Source: an optimization exercise on an open RTL-to-GDS flow (aim: a short achievable clock period and few clock cycles). Production flows keep margins and buffers that such runs may drop.
In this exercise RTL edits were held to simulation tests only and were not proved equivalent to the original.

==> design/flow/design.v <==
module CHIP(clk,
            rst_n,
            mem_wen_D,
            mem_addr_D,
            mem_wdata_D,
            mem_rdata_D,
            mem_addr_I,
            mem_rdata_I);
    input         clk, rst_n ;
    output        mem_wen_D  ;
    output [31:0] mem_addr_D ;
    output [31:0] mem_wdata_D;
    input  [31:0] mem_rdata_D;
    output [31:0] mem_addr_I ;
    input  [31:0] mem_rdata_I;
    reg    [31:0] PC          ;              
    reg    [31:0] PC_nxt      ;              
    wire          regWrite    ;              
    wire   [ 4:0] rs1, rs2, rd;              
    wire   [31:0] rs1_data    ;              
    wire   [31:0] rs2_data    ;              
    wire   [31:0] rd_data     ;              
	wire [31 : 0] PC_nxt_wire;
	wire[31 : 0] mux_for_jump;  
	reg [31 : 0] PC_plusfour;
	reg [31 : 0] PC_shift;
	reg [31 : 0] jump_address;
	integer i;
    wire Branch_control;
    wire MemRead_control;
    wire MemWrite_control;
	wire  [1 : 0] MemtoReg_control;
    wire  [1 : 0] MemtoReg_control_reg;
    wire  [1 : 0] ALUOp_control;
    wire ALUSrc_control_1;
    wire ALUSrc_control_2;
    wire jump_select;
    wire [31 : 0] imm_gen_output;
    wire [3 : 0]  ALU_operation;
    wire [31 : 0] ALU_input_1;
    wire [31 : 0] ALU_input_2;
    wire ALU_zero;
    wire [31 : 0] ALU_output;
    wire muldiv_ready;
	reg muldiv_valid;
	assign rs1 = mem_rdata_I[19 : 15];
    assign rs2 = mem_rdata_I[24 : 20];
    assign rd = mem_rdata_I[11 : 7];
	assign mem_wen_D = MemWrite_control;
    assign mem_addr_D = ALU_output; 
    assign mem_wdata_D = rs2_data;
    reg [31 : 0] mem_addr_I_reg;
    assign mem_addr_I = mem_addr_I_reg;
    reg [1 : 0] state;
    reg [1 : 0] state_nxt;
	always @(*)
    begin
        if ((state == 2'd2))
        begin
            mem_addr_I_reg = PC - 4;
			PC_nxt = PC_nxt_wire;
            PC_nxt = PC_nxt - 4;
        end
        else
        begin
            mem_addr_I_reg = PC;
			PC_nxt = PC_nxt_wire;
        end
    end
    reg_file reg0(                           
        .clk(clk),                           
        .rst_n(rst_n),                       
        .wen(regWrite),                      
        .a1(rs1),                            
        .a2(rs2),                            
        .aw(rd),                             
        .d(rd_data),                         
        .q1(rs1_data),                       
        .q2(rs2_data));                      
    Control Control (
        .rst_n(rst_n),
        .Op_input(mem_rdata_I[6 : 0]),
        .Branch_output(Branch_control),
        .MemRead_output(MemRead_control),
        .MemWrite_output(MemWrite_control),
        .MemtoReg_output(MemtoReg_control),
        .ALUOp_output(ALUOp_control),
        .ALUSrc_output_1(ALUSrc_control_1),
        .ALUSrc_output_2(ALUSrc_control_2),
        .RegWrite_output(regWrite),
        .jump_select_output(jump_select)
    );
    Sign_Extend Sign_Extend(
        .rst_n(rst_n),
        .inst_input (mem_rdata_I[31 : 0]),
        .imm_output (imm_gen_output)
    );
    MUX_2_to_1 MUX_reg_to_ALU(
        .data1_input(rs1_data),
        .data2_input(PC),
        .select_input(ALUSrc_control_1),
        .data_output(ALU_input_1)                 
    );
    MUX_2_to_1 MUX_reg_to_ALU_1(
        .data1_input(rs2_data),
        .data2_input(imm_gen_output),
        .select_input(ALUSrc_control_2),
        .data_output(ALU_input_2)                 
    );
    ALU_Control ALU_Control(
        .rst_n(rst_n),
        .ALUControl_op_input(ALUOp_control),
        .ALUControl_instruction_input(mem_rdata_I[31 : 0]),
        .ALUControl_output(ALU_operation)    
    );
    ALU ALU(
        .clk(clk),
        .rst_n(rst_n),
        .ALU_input_1(ALU_input_1),
        .ALU_input_2(ALU_input_2),
        .ALU_control_op_input(ALU_operation),
        .muldiv_valid(muldiv_valid),
        .muldiv_ready(muldiv_ready),
        .ALU_zero(ALU_zero),
        .ALU_output(ALU_output)
    );
    MUX_3_to_1 MUX_mem_to_reg(
        .data1_input(ALU_output),
        .data2_input(mem_rdata_D),
        .data3_input(PC_plusfour),                  
        .select_input(MemtoReg_control),
        .data_output(rd_data)            
    );
    wire branch_select;
    assign branch_select = Branch_control & ALU_zero;
	MUX_2_to_1 MUX_branch(
        .data1_input(PC_plusfour),
        .data2_input(PC_shift),
        .select_input(branch_select),
        .data_output(mux_for_jump)               
    );
	MUX_2_to_1 MUX_jump(
        .data1_input(mux_for_jump),
        .data2_input(ALU_output),
        .select_input(jump_select),
        .data_output(PC_nxt_wire)               
    );
	reg [5 : 0] counter;
	reg [5 : 0] counter_nxt;
	parameter IDLE = 2'd0;
    parameter SINGLE  = 2'd1;
    parameter MULTIPLE  = 2'd2;
    parameter OUT = 2'd3;
	always @(*) begin
		case(state)
			IDLE : begin
				case(ALU_operation)
					1 : begin
						state_nxt = SINGLE;
						muldiv_valid = 0;
					end
					2 : begin
						state_nxt = SINGLE;
						muldiv_valid = 0;
					end
					3 : begin
						state_nxt = SINGLE;
						muldiv_valid = 0;
					end
					4 : begin
						state_nxt = SINGLE;
						muldiv_valid = 0;
					end
					5 : begin
						state_nxt = SINGLE;
						muldiv_valid = 0;
					end
					6 : begin
						state_nxt = MULTIPLE;
						muldiv_valid = 1;
					end
					7 : begin
						state_nxt = MULTIPLE;
						muldiv_valid = 1;
					end
					default : begin
						state_nxt = state;
						muldiv_valid = 0;
					end
				endcase
			end
			SINGLE : begin
				case(ALU_operation)
					1 : begin
						state_nxt = IDLE;
						muldiv_valid = 0;
					end
					2 : begin
						state_nxt = IDLE;
						muldiv_valid = 0;
					end
					3 : begin
						state_nxt = IDLE;
						muldiv_valid = 0;
					end
					4 : begin
						state_nxt = IDLE;
						muldiv_valid = 0;
					end
					5 : begin
						state_nxt = IDLE;
						muldiv_valid = 0;
					end
					6 : begin
						state_nxt = MULTIPLE;
						muldiv_valid = 1;
					end
					7 : begin
						state_nxt = MULTIPLE;
						muldiv_valid = 1;
					end
					default : begin
						state_nxt = state;
						muldiv_valid = 0;
					end
				endcase
			end
			MULTIPLE : begin
				if(counter == 33)begin
					state_nxt = IDLE;
					muldiv_valid = 0;
				end
				else begin
					state_nxt = MULTIPLE;
					muldiv_valid = 0;
				end
			end
			default : begin
				state_nxt = state;
				muldiv_valid = 0;
			end
		endcase
	end
	always@(*)begin
		case(state_nxt)
			MULTIPLE : begin
				counter_nxt = counter+1;
			end
			default:begin
				counter_nxt = 0;
			end
		endcase
	end
	always@(*)begin
		PC_plusfour = PC + 4;
		PC_shift = PC + imm_gen_output;
	end
	always@(*)begin
		for(i=28; i<=31; i=i+1)begin
			jump_address[i] = PC_plusfour[i];
		end
		for(i=0; i<=25; i=i+1)begin
			jump_address[i+2] = mem_rdata_I[i];
		end
		for(i=0; i<=1; i=i+1)begin
			jump_address[i] = 0;
		end
	end
    always @(posedge clk or negedge rst_n) begin
        if (!rst_n) begin
            PC <= 32'h00010000;  
            state <= IDLE;
			counter <= 0;
        end
        else begin
            PC <= PC_nxt;
            state <= state_nxt;
			counter <= counter_nxt;
        end
    end
endmodule
module reg_file(clk, rst_n, wen, a1, a2, aw, d, q1, q2);
    parameter BITS = 32;
    parameter word_depth = 32;
    parameter addr_width = 5;  
    input clk, rst_n, wen;  
    input [BITS-1:0] d;
    input [addr_width-1:0] a1, a2, aw;
    output [BITS-1:0] q1, q2;
    reg [BITS-1:0] mem [0:word_depth-1];
    reg [BITS-1:0] mem_nxt [0:word_depth-1];
    integer i;
    assign q1 = mem[a1];
    assign q2 = mem[a2];
    always @(*) begin
        for (i=0; i<word_depth; i=i+1)
            mem_nxt[i] = (wen && (aw == i)) ? d : mem[i];
    end
    always @(posedge clk or negedge rst_n) begin
        if (!rst_n) begin
            mem[0] <= 0;
            for (i=1; i<word_depth; i=i+1) begin
                case(i)
                    32'd2: mem[i] <= 32'hbffffff0;
                    32'd3: mem[i] <= 32'h10008000;
                    default: mem[i] <= 32'h0;
                endcase
            end
        end
        else begin
            mem[0] <= 0;
            for (i=1; i<word_depth; i=i+1)
                mem[i] <= mem_nxt[i];
        end
    end
endmodule
module Control
(   rst_n,
    Op_input,
    Branch_output,
    MemRead_output,
    MemWrite_output,
    MemtoReg_output,
    ALUOp_output,
    ALUSrc_output_1,
	ALUSrc_output_2,
	RegWrite_output,
    jump_select_output
);
input rst_n;
input  [6 : 0] Op_input;
output reg [1 : 0] ALUOp_output;
output reg ALUSrc_output_1;
output reg ALUSrc_output_2;
output reg Branch_output;
output reg MemRead_output;
output reg MemWrite_output;
output reg [1 : 0] MemtoReg_output;
output reg RegWrite_output;
output reg jump_select_output;
always @(*)
begin
    ALUSrc_output_1 = (Op_input == 7'b0010111 || Op_input == 7'b1101111)? 1'b1 : 1'b0;  
    ALUSrc_output_2 = (Op_input == 7'b0000011 || Op_input == 7'b0100011 || Op_input == 7'b0010011 || Op_input == 7'b0010111 || Op_input == 7'b1100111 || Op_input == 7'b1101111)? 1'b1 : 1'b0;  
    Branch_output = (Op_input == 7'b1100011)? 1'b1 : 1'b0;                                                                                                                                       
    MemRead_output = (Op_input == 7'b0000011)? 1'b1 : 1'b0;                                                                                                                                      
    MemWrite_output = (Op_input == 7'b0100011)? 1'b1 : 1'b0;
    RegWrite_output = (Op_input == 7'b0000011 || Op_input == 7'b0110011 || Op_input == 7'b0010011 || Op_input == 7'b0010111 || Op_input == 7'b1100111 || Op_input == 7'b1101111)? 1'b1 : 1'b0;  
    jump_select_output = (Op_input == 7'b1100111 || Op_input == 7'b1101111)? 1'b1 : 1'b0;  
    if (Op_input == 7'b0110011)  
    begin
        ALUOp_output = 2'b10; 
        MemtoReg_output = 2'b00;  
    end
    else if (Op_input == 7'b0010011 || Op_input == 7'b0010111)  
    begin
        ALUOp_output = 2'b11;
        MemtoReg_output = 2'b00;  
    end
    else if (Op_input == 7'b0000011)  
    begin
        ALUOp_output = 2'b00;
        MemtoReg_output = 2'b01;  
    end
    else if (Op_input == 7'b0100011)  
    begin
        ALUOp_output = 2'b00;
		MemtoReg_output = 2'b00;
    end
    else if (Op_input == 7'b1100011)  
    begin
        ALUOp_output = 2'b01;
		MemtoReg_output = 2'b00;
    end
	else
    begin
        ALUOp_output = 2'b11;    
        MemtoReg_output = 2'b10;  
    end
end
endmodule
module Sign_Extend   
(   
    rst_n,
	inst_input,
	imm_output
);
    input rst_n;
	input  [31 : 0] inst_input;
	output [31 : 0] imm_output;
	reg [11 : 0] imm_reg;
    reg [19 : 0] imm_21_reg;
	reg [31 : 0] imm_output_reg;
    reg [31 : 0] imm_output_reg_temp;
	assign imm_output = imm_output_reg;
	always @(inst_input)
	begin
		imm_reg = 12'b0;
		imm_21_reg = 20'b0;
		imm_output_reg_temp = 32'b0;
		if (inst_input[6 : 0] == 7'b0010011 || inst_input[6 : 0] == 7'b0000011 || inst_input[6 : 0] == 7'b1100111)  
		begin
			imm_reg[11 : 0] = inst_input[31 : 20];
			imm_output_reg = {{20{imm_reg[11]}} , imm_reg[11 : 0]};
		end
		else if (inst_input[6 : 0] == 7'b0100011)  
		begin
			imm_reg[4 : 0] = inst_input[11 : 7];
			imm_reg[11 : 5] = inst_input[31 : 25];
			imm_output_reg = {{20{imm_reg[11]}} , imm_reg[11 : 0]};
		end
		else if (inst_input[6 : 0] == 7'b1100011)  
		begin
			imm_reg[3 : 0] = inst_input[11 : 8];
			imm_reg[9 : 4] = inst_input[30 : 25];
			imm_reg[10] = inst_input[7];
			imm_reg[11] = inst_input[31];
			imm_output_reg_temp = {{20{imm_reg[11]}} , imm_reg[11 : 0]};
            imm_output_reg = imm_output_reg_temp << 1;
		end
		else if (inst_input[6 : 0] == 7'b0010111)  
		begin
			imm_output_reg = {inst_input[31 : 12] , {12'b0}};
		end
		else if (inst_input[6 : 0] == 7'b1101111)  
		begin
            imm_21_reg[9 : 0] = inst_input[30 : 21];
			imm_21_reg[10] = inst_input[20];
			imm_21_reg[18 : 11] = inst_input[19 : 12];
			imm_21_reg[19] = inst_input[31];
			imm_output_reg_temp = {{12{imm_21_reg[19]}} , imm_21_reg[19 : 0] };
            imm_output_reg = imm_output_reg_temp << 1;
		end
        else
        begin
            imm_output_reg = 0;
        end
	end
endmodule
module MUX_2_to_1
(
	data1_input,
	data2_input,
	select_input,
	data_output
);
	input  [31 : 0] data1_input;
	input  [31 : 0] data2_input;
	input           select_input;
	output [31 : 0] data_output;
	assign data_output = (select_input == 1'b0)? data1_input : data2_input;
endmodule
module ALU_Control(
    rst_n,
    ALUControl_op_input,
    ALUControl_instruction_input,
    ALUControl_output
);
    input   rst_n;
    input  [1 : 0] ALUControl_op_input;
    input  [31 : 0] ALUControl_instruction_input;
    output [3 : 0] ALUControl_output;
    reg  [3 : 0] ALUControl_output_reg;
    assign ALUControl_output = ALUControl_output_reg;
    always @(ALUControl_op_input or ALUControl_instruction_input)
    begin
        case(ALUControl_op_input)
            2'b00: ALUControl_output_reg = 4'b0001; 
            2'b01: ALUControl_output_reg = 4'b0010; 
            2'b10: begin
                if      ({ALUControl_instruction_input[31:25],ALUControl_instruction_input[14:12]} == 10'b0000000000) ALUControl_output_reg = 4'b0001; 
                else if ({ALUControl_instruction_input[31:25],ALUControl_instruction_input[14:12]} == 10'b0100000000) ALUControl_output_reg = 4'b0010; 
                else if ({ALUControl_instruction_input[31:25],ALUControl_instruction_input[14:12]} == 10'b0000000111) ALUControl_output_reg = 4'b0011; 
                else if ({ALUControl_instruction_input[31:25],ALUControl_instruction_input[14:12]} == 10'b0000000110) ALUControl_output_reg = 4'b0100; 
                else if ({ALUControl_instruction_input[31:25],ALUControl_instruction_input[14:12]} == 10'b0000000100) ALUControl_output_reg = 4'b0101; 
                else if ({ALUControl_instruction_input[31:25],ALUControl_instruction_input[14:12]} == 10'b0000001000) ALUControl_output_reg = 4'b0110; 
				else  ALUControl_output_reg = 4'b0111; 
            end
            2'b11: begin
                if      ({ALUControl_instruction_input[14:12],ALUControl_instruction_input[6:0]} == 10'b0100010011)   ALUControl_output_reg = 4'b1000; 
                else if ({ALUControl_instruction_input[31:25],ALUControl_instruction_input[14:12]} == 10'b0100000101 && ALUControl_instruction_input[6:0] == 7'b0010011) ALUControl_output_reg = 4'b1001; 
                else if ({ALUControl_instruction_input[31:25],ALUControl_instruction_input[14:12]} == 10'b0000000001 && ALUControl_instruction_input[6:0] == 7'b0010011) ALUControl_output_reg = 4'b1010; 
                else ALUControl_output_reg = 4'b0001; 
            end
            default:
                ALUControl_output_reg = 4'b0;
        endcase
    end
endmodule
module mulDiv(clk, rst_n, valid, ready, mode, in_A, in_B, out);
    input         clk, rst_n;
    input         valid;
    input  [3:0]  mode;  
    output        ready;
    input  [31:0] in_A, in_B;
    output [31:0] out;
    parameter IDLE = 2'd0;
    parameter MUL  = 2'd1;
    parameter DIV  = 2'd2;
    parameter OUT  = 2'd3;
    reg  [ 2:0] state, state_nxt;
    reg  [ 4:0] counter, counter_nxt;
    reg  [63:0] shreg, shreg_nxt;
    reg  [31:0] alu_in, alu_in_nxt;
    reg  [32:0] alu_out;
    assign ready = (state == OUT) ? 1 : 0;
    assign out = (state == OUT) ? shreg[31:0] : 0;
    always @(*) begin
        case(state)
            IDLE: begin
                if (valid == 0) state_nxt = state;
                else begin
                    case(mode)
                        4'b0110: state_nxt = MUL;
                        4'b0111: state_nxt = DIV;
                        default: state_nxt = IDLE;
                    endcase
                end
            end
            MUL : begin
                if (counter != 31) state_nxt = MUL;
                else               state_nxt = OUT;
            end
            DIV : begin
                if (counter != 31) state_nxt = DIV;
                else               state_nxt = OUT;
            end
            OUT : state_nxt = IDLE;
            default : state_nxt = state;
        endcase
    end
    always @(*) begin
        if (state == MUL || state == DIV) counter_nxt = counter + 1;
        else                              counter_nxt = 0;
    end
    always @(*) begin
        case(state)
            IDLE: begin
                if (valid) alu_in_nxt = in_B;
                else       alu_in_nxt = 0;
            end
            OUT : alu_in_nxt = 0;
            default: alu_in_nxt = alu_in;
        endcase
    end
    always @(*) begin
        case(state)
            IDLE: alu_out = 0;
            MUL: begin
                if (shreg[0] == 1) alu_out = {33'b0} + (alu_in + shreg[63:32]);
                else               alu_out = {1'b0,shreg[63:32]};
            end
            DIV: begin
                if (shreg[63:32] >= alu_in) alu_out = {1'b1,shreg[63:32]-alu_in};
                else                        alu_out = {1'b0,shreg[63:32]};
            end
            OUT: alu_out = 0;
            default: alu_out = 0;
        endcase
    end
    always @(*) begin
        case(state)
            IDLE: begin
                if (valid) shreg_nxt = {32'b0,in_A};
                else       shreg_nxt = 0;
            end
            MUL: shreg_nxt = ({32'b0,shreg[31:0]} >> 1) + {alu_out,31'b0};
            DIV: begin
                if (alu_out[32] == 0) shreg_nxt = shreg << 1;
                else                  shreg_nxt = ({alu_out[31:0],shreg[31:0]} << 1) + {64'b1};
                if (counter == 31) begin
                    if (shreg_nxt[63:32] >= alu_in) begin
                        shreg_nxt[63:32] = shreg_nxt[63:32] - alu_in;
                        shreg_nxt[31:0] = (shreg_nxt[31:0] << 1) + {32'b1};
                    end
                    else shreg_nxt[31:0] = (shreg_nxt[31:0] << 1) + {32'b0};
                end
            end
            OUT: shreg_nxt = 0;
            default: shreg_nxt = 0;
        endcase
    end
    always @(posedge clk or negedge rst_n) begin
        if (!rst_n) begin
            state <= IDLE;
            counter <= 0;
            shreg <= 0;
        end
        else begin
            state <= state_nxt;
            counter <= counter_nxt;
            alu_in <= alu_in_nxt;
            shreg <= shreg_nxt;
        end
    end
endmodule
module ALU(
    clk,
    rst_n,
    ALU_input_1,
    ALU_input_2,
    ALU_control_op_input,
    muldiv_valid,
    muldiv_ready,
    ALU_zero,
    ALU_output
);
    input clk, rst_n;    
    input  [31 : 0] ALU_input_1;
    input  [31 : 0] ALU_input_2;
    input  [3 : 0] ALU_control_op_input;
    input  muldiv_valid;
    output muldiv_ready;
    output ALU_zero;
    output [31 : 0] ALU_output;
    reg ALU_zero_reg;
    reg  [31 : 0] ALU_output_reg;
    wire [31 : 0] ALU_output_wire;
    wire muldiv_ready_wire;
    assign ALU_zero = ALU_zero_reg;  
    assign muldiv_ready = muldiv_ready_wire;
    assign ALU_output = (muldiv_ready) ? ALU_output_wire : ALU_output_reg;
    mulDiv mulDiv(
        .clk(clk), 
        .rst_n(rst_n), 
        .valid(muldiv_valid),            
        .ready(muldiv_ready_wire), 
        .mode(ALU_control_op_input),   
        .in_A(ALU_input_1), 
        .in_B(ALU_input_2), 
        .out(ALU_output_wire)
    );
    always @(ALU_input_1, ALU_input_2, ALU_control_op_input)
    begin
        case(ALU_control_op_input)
            4'b0001: begin 
                ALU_output_reg = ALU_input_1 + ALU_input_2;
                ALU_zero_reg = 0;
            end
            4'b0010: begin
                ALU_output_reg = ALU_input_1 - ALU_input_2;
                if (ALU_output_reg == 32'b0) ALU_zero_reg = 1;
                else                         ALU_zero_reg = 0;
            end
            4'b0011: begin
                ALU_output_reg = ALU_input_1 & ALU_input_2;
                ALU_zero_reg = 0;
            end
            4'b0100: begin
                ALU_output_reg = ALU_input_1 | ALU_input_2;
                ALU_zero_reg = 0;
            end
            4'b0101: begin
                ALU_output_reg = ALU_input_1 ^ ALU_input_2;
                ALU_zero_reg = 0;
            end
            4'b1000: begin
                ALU_output_reg = ($signed(ALU_input_1) < $signed(ALU_input_2)) ? 32'd1 : 0;
                ALU_zero_reg = 0;
            end
            4'b1001: begin
                ALU_output_reg = $signed(ALU_input_1) >>> ALU_input_2[4:0];    
                ALU_zero_reg = 0;
            end
            4'b1010: begin
                ALU_output_reg = ALU_input_1 << ALU_input_2;
                ALU_zero_reg = 0;
            end
            default: begin
                ALU_output_reg = 0;
                ALU_zero_reg = 0;
            end
        endcase
    end
endmodule
module MUX_3_to_1(
    data1_input,
    data2_input,
    data3_input,
    select_input,
    data_output
);
    input  [31 : 0] data1_input;
    input  [31 : 0] data2_input;
    input  [31 : 0] data3_input;
    input  [1 : 0]  select_input;
    output [31 : 0] data_output;
    reg [31 : 0] data_output_reg;
    assign data_output = data_output_reg;
    always @(data1_input, data2_input, data3_input, select_input) begin
        case(select_input)
            2'b00: data_output_reg = data1_input;
            2'b01: data_output_reg = data2_input;
            2'b10: data_output_reg = data3_input;
            2'b11: data_output_reg = 0;
        endcase
    end
endmodule
==> design/flow/run.sh <==
#!/bin/bash
# synth_recipe.tcl (not shown) runs the flow's synth.tcl, then flattens the netlist and writes it again
# the make line also repeats each setting of config.mk as NAME=value (left out here)
make -C /OpenROAD-flow-scripts/flow DESIGN_CONFIG=/design/flow/config.mk WORK_HOME=/design/flow/orfs CLKGATE_MAP_FILE= SYNTH_SCRIPT=/design/flow/synth_recipe.tcl finish
==> design/flow/config.mk <==
export PLATFORM = sky130hd
export DESIGN_NAME = CHIP
export DESIGN_NICKNAME = CHIP
export VERILOG_FILES = /design/flow/design.v
export SDC_FILE = /design/flow/constraint.sdc
export NUM_CORES = 4
export LEC_CHECK = 0
export ABC_CLOCK_PERIOD_IN_PS = 9000
export CAP_MARGIN = 20
export CELL_PAD_IN_SITES_DETAIL_PLACEMENT = 1
export CELL_PAD_IN_SITES_GLOBAL_PLACEMENT = 2
export CORE_MARGIN = 2
export CORE_UTILIZATION = 30
export PLACE_DENSITY = 0.4
export SETUP_SLACK_MARGIN = 0.3
export SLEW_MARGIN = 20
==> design/flow/constraint.sdc <==
create_clock -name core_clock -period 13.0 [get_ports {clk}]
set_input_delay 2.6000 -clock core_clock [delete_from_list [all_inputs] [get_ports {clk}]]
set_output_delay 2.6000 -clock core_clock [all_outputs]
set_load 0.01 [all_outputs]
==> results_dict.tcl <==
set metrics [dict create \
    outcome "no timing/DRC/antenna violations" \
    final.setup.tns_ns 0 \
    grt_pass1_vias 84178 \
    worstReg2RegStart "ALU.mulDiv.alu_in[0]$_SDFFCE_PP0P_" \
    final_cells 13215 \
    cp_top_family "compound AO/OA/AOI/OAI gates" \
    cp.depth 28 \
    reg2reg_depth 31 \
    p_int_mw 7.38 \
    setup_viol 0 \
    required_ns 10.40 \
    crit_start "mem_rdata_I[15]" \
    overflow 0 \
    gp_congestion 1.03 \
    multiInputGateArea_um2 45800 \
    maxSlewHeadroom_pct 17.6 \
    drtPass1Iterations 7 \
    dr.first_iter.drc_count 10362 \
    cts_made_buffers 147 \
    synthFlopType "dfrtp_1" \
    syn_area_per_cell_um2 8.16 \
    crit_slowest_cell "buf_4" \
    core-area_um2 256000 \
    cp.arrival_ns 10.05 \
    syn-cell-area_um2 77100 \
    cts.sinks 1135 \
    syn2layout_area_growth_pct 20.0 \
    r2r-end "ALU.mulDiv.shreg[62]$_DFF_PN0_" \
    worstSkewPairLatency_ns 0.87 \
    avgViaCountPerCell 6.51 \
    fin_nets 9997 \
    synth_area_leaders "dfrtp_1 (35%), o21ai_0 (7.7%), nand2_1 (6.6%)" \
    yosys.area.top_type "dfrtp_1" \
    skew_ns 0.0627 \
    seqPwrFrac_pct 34.6 \
    switching_share_pct 37.3 \
    final_antenna_net_count 0 \
    end_kind "primary output" \
    die_area_um2 261000 \
    synth-edff-count 32 \
    cp-endpoint "mem_addr_D[0]" \
    regArea_um2 28600 \
    wirelength_um 561000 \
    port_buffers 162 \
    maxCapViolations 0 \
    power.total_mw 11.8 \
    vias 86073 \
    cp_max_fo 25 \
    ys_types 120 \
    fillerInstances 29906 \
    htree_num_levels 4 \
    clkPwrFrac_pct 38.5 \
    powerDensity_nw_per_um2 127 \
    cp-start-kind "input port" \
    hpwl_um 405000 \
    comb_power_share_pct 26.9 \
    slowest_delay_ns 0.58 \
    mostFrequentLayoutCells "nand2_1 (1340), o21ai_0 (1184), dfrtp_1 (1072), buf_4 (707), nor2_1 (538)" \
    synthCells 9446 \
    rows 186 \
    async_reset_ff_share_pct 97.2 \
    synth_nets 9753 \
    die_y_um 511 \
    clockBufferDepth 3 \
    cts_root_buf "clkbuf_16" \
    drv_slew 0 \
    rrSetupSlack_ns 2.14 \
    grt_max_degree 158 \
    cts_tree "built" \
    leakagePower_nw 39.6 \
    worst_slew_pin_slew_ns 1.23 \
    critical_path_buf_inv_count 8 \
    drive_gt1_share_pct 14.2 \
    p_sw_mw 4.39 \
    min_path_type "register to register" \
    fmax_ghz 0.0790 \
    ios 163 \
    grt_antenna_before_repair 44 \
    routedWlPerCell_um 42.5 \
    drc_errors 0 \
    grt.total_usage_pct 41.6 \
    start_util_pct 30.1 \
    crit_type "input port to primary output" \
    yosys_warnings 10 \
    dp.cells 12910 \
    path_clk_slew_ns 0.06 \
    period_needed_ns 12.65 \
    final_common_cell "nand2_1" \
    cts_hold_buf 0 \
    peakVddDrop_uv 127 \
    grt_pass1_wl_um 756000 \
    synth_top_area_share_pct 34.8 \
    cp_common_cell "buf_4" \
    rsz0062_at_grt "true" \
    post-route-period-util_pct 97.3 \
    ys_seq_area_share_pct 37.1 \
    die_w_um 511 \
    finalHoldViolCount 0 \
    ys_ff_latch 1135 \
    whs_ns 0.493 \
    fin_util_pct 36.1 \
]
[synthesized netlist by cell type, types with 26 or more instances]
| cell | number |
|---|---|
| nand2_1 | 1353 |
| o21ai_0 | 1186 |
| dfrtp_1 | 1073 |
| clkbuf_1 | 628 |
| nor2_1 | 611 |
| a22oi_1 | 438 |
| a21oi_1 | 418 |
| and3_1 | 322 |
| nand3_1 | 322 |
| ha_1 | 235 |
| nor3_1 | 220 |
| inv_1 | 208 |
| nand4_1 | 170 |
| xnor2_1 | 145 |
| a221oi_1 | 113 |
| mux2i_1 | 109 |
| a22o_1 | 105 |
| buf_2 | 96 |
| a2111oi_0 | 95 |
| xor2_1 | 85 |
| a211oi_1 | 83 |
| a21o_1 | 73 |
| nor4_1 | 73 |
| mux2_2 | 68 |
| buf_1 | 61 |
| nand2b_1 | 60 |
| o211ai_1 | 60 |
| and2_1 | 54 |
| or3_1 | 47 |
| nor2b_1 | 44 |
| a31oi_1 | 42 |
| o31ai_1 | 39 |
| a221o_1 | 37 |
| nand3b_1 | 36 |
| o21a_1 | 34 |
| o21bai_1 | 33 |
| edfxtp_1 | 32 |
| dfstp_2 | 30 |
| or4_1 | 28 |
| o22ai_1 | 27 |
| a222oi_1 | 26 |
| a32oi_1 | 26 |
| or2_2 | 26 |
[area by class of cell]
| type | instances | area share (%) |
|---|---|---|
| Sequential cell | 1135 | 30.9 |
| Tap cell | 3384 | 4.58 |
| Timing Repair Buffer | 913 | 8.42 |
| Inverter | 215 | 0.875 |
| Multi-Input combinational cell | 7278 | 49.5 |
| Clock buffer | 199 | 4.42 |
| Antenna cell | 27 | 0.0730 |
| Clock inverter | 64 | 1.25 |
[sequential cells by signal (all words and copies together), names as in the netlist]
name                flops
reg0.mem              992
ALU.mulDiv.shreg       64
ALU.mulDiv.alu_in      32
PC                     32
counter                 6
ALU.mulDiv.counter      5
ALU.mulDiv.state        2
state                   2
[worst reg2reg max path: cells and delay by family, from the launching register on]
kind | cells | cell delay (ns)
compound gates | 20 | 6.37
fa+ha+maj | 3 | 1.01
buf+inv | 1 | 0.35
flops | 1 | 0.43
mux | 1 | 0.40
simple gates | 6 | 2.21
[metrics by stage]
step,cell area (µm²),setup slack [ns]
global route,92500,0.299
floorplan,77100,2.04
global placement,86900,-0.647
CTS,92300,0.296
finish,92500,0.346
detailed placement,87000,-0.498
[power by group through the flow]
stage / logic [mW] / registers, mW / clock network (mW)
floorplan: 1.49 / 3.93 / 0
global placement: 3.04 / 4.12 / 0
detailed placement: 3.07 / 4.12 / 0
CTS: 3.09 / 4.06 / 4.57
global route: 3.30 / 4.08 / 4.71
finish: 3.17 / 4.07 / 4.53
[worst min-delay path by stage]
stage / depth (start not counted) / from / slack [ns] / to
2_1_floorplan: 1 / ALU.mulDiv.counter[0]$_DFF_PN0_ / 0.43 / ALU.mulDiv.counter[0]$_DFF_PN0_
5_1_grt: 2 / reg0.mem[2][29]$_DFFE_PN1P_ / 0.52 / reg0.mem[2][29]$_DFFE_PN1P_
3_5_place_dp: 2 / reg0.mem[2][4]$_DFFE_PN1P_ / 0.49 / reg0.mem[2][4]$_DFFE_PN1P_
4_1_cts: 1 / state[0]$_DFF_PN0_ / 0.50 / state[0]$_DFF_PN0_
6_report: 1 / ALU.mulDiv.counter[0]$_DFF_PN0_ / 0.49 / ALU.mulDiv.counter[0]$_DFF_PN0_
3_3_place_gp: 1 / ALU.mulDiv.counter[0]$_DFF_PN0_ / 0.46 / ALU.mulDiv.counter[0]$_DFF_PN0_
[logic make-up (layout without fill, tap and decap cells)]
group,count (synthesis),after routing,share of synthesized area [%]
flops,1135,1135,37.1
mux,184,184,2.60
compound gates,3124,3124,26.6
other cells,0,27,0
xor+xnor,230,230,2.61
fa+ha+maj,241,241,3.97
simple gates,3499,3499,21.8
buf+inv,1033,1391,5.42
[per-layer routing]
metal | wire [µm] | global-route usage (%) | up-vias
li1 | - | - | 35248
met1 | 225000 | 52.7 | 44223
met2 | 244000 | 63.9 | 5066
met3 | 44700 | 7.76 | 1508
met4 | 47400 | 29.2 | 28
met5 | 191 | 0 | -
[timing repair]
action,4_1_cts,5_1_grt
hold endpoints to repair,0,0
endpoints found under the setup margin,8,9
gates resized for setup,13,37
buffers inserted,3,11
pin swaps,2,8
Testbench counts, summed over its fixed seeds: cycles 77,798.

what the ideal ports hide:
Ports are ideal in the flow. The routed layout listed here was re-timed in OpenROAD. Step 1 sets driving cells, clkbuf_16 on the clock port and buf_2 on the other inputs (assumed; they add their load-dependent delay and slew). Step 2 times the ports against the registers' clock, not the clock port: input delays grow and output delays shrink by t, the midpoint of the rising clock arrivals with the driver on. a / b / c = ideal ports / drivers / drivers and shift; a / b = the first two.
t, ns: 0.948
setup WS [ns]: 0.346 / 0.308 / 0.308
worst setup path at the end: input to output
clock arrival spread, ns: 0.063 / 0.063
worst slew at a driven data input, ns: 0.06
After both steps setup and hold are still met in this run. The setup slack of this run moves by -0.038 ns with the drivers and by -0.038 ns with both steps.
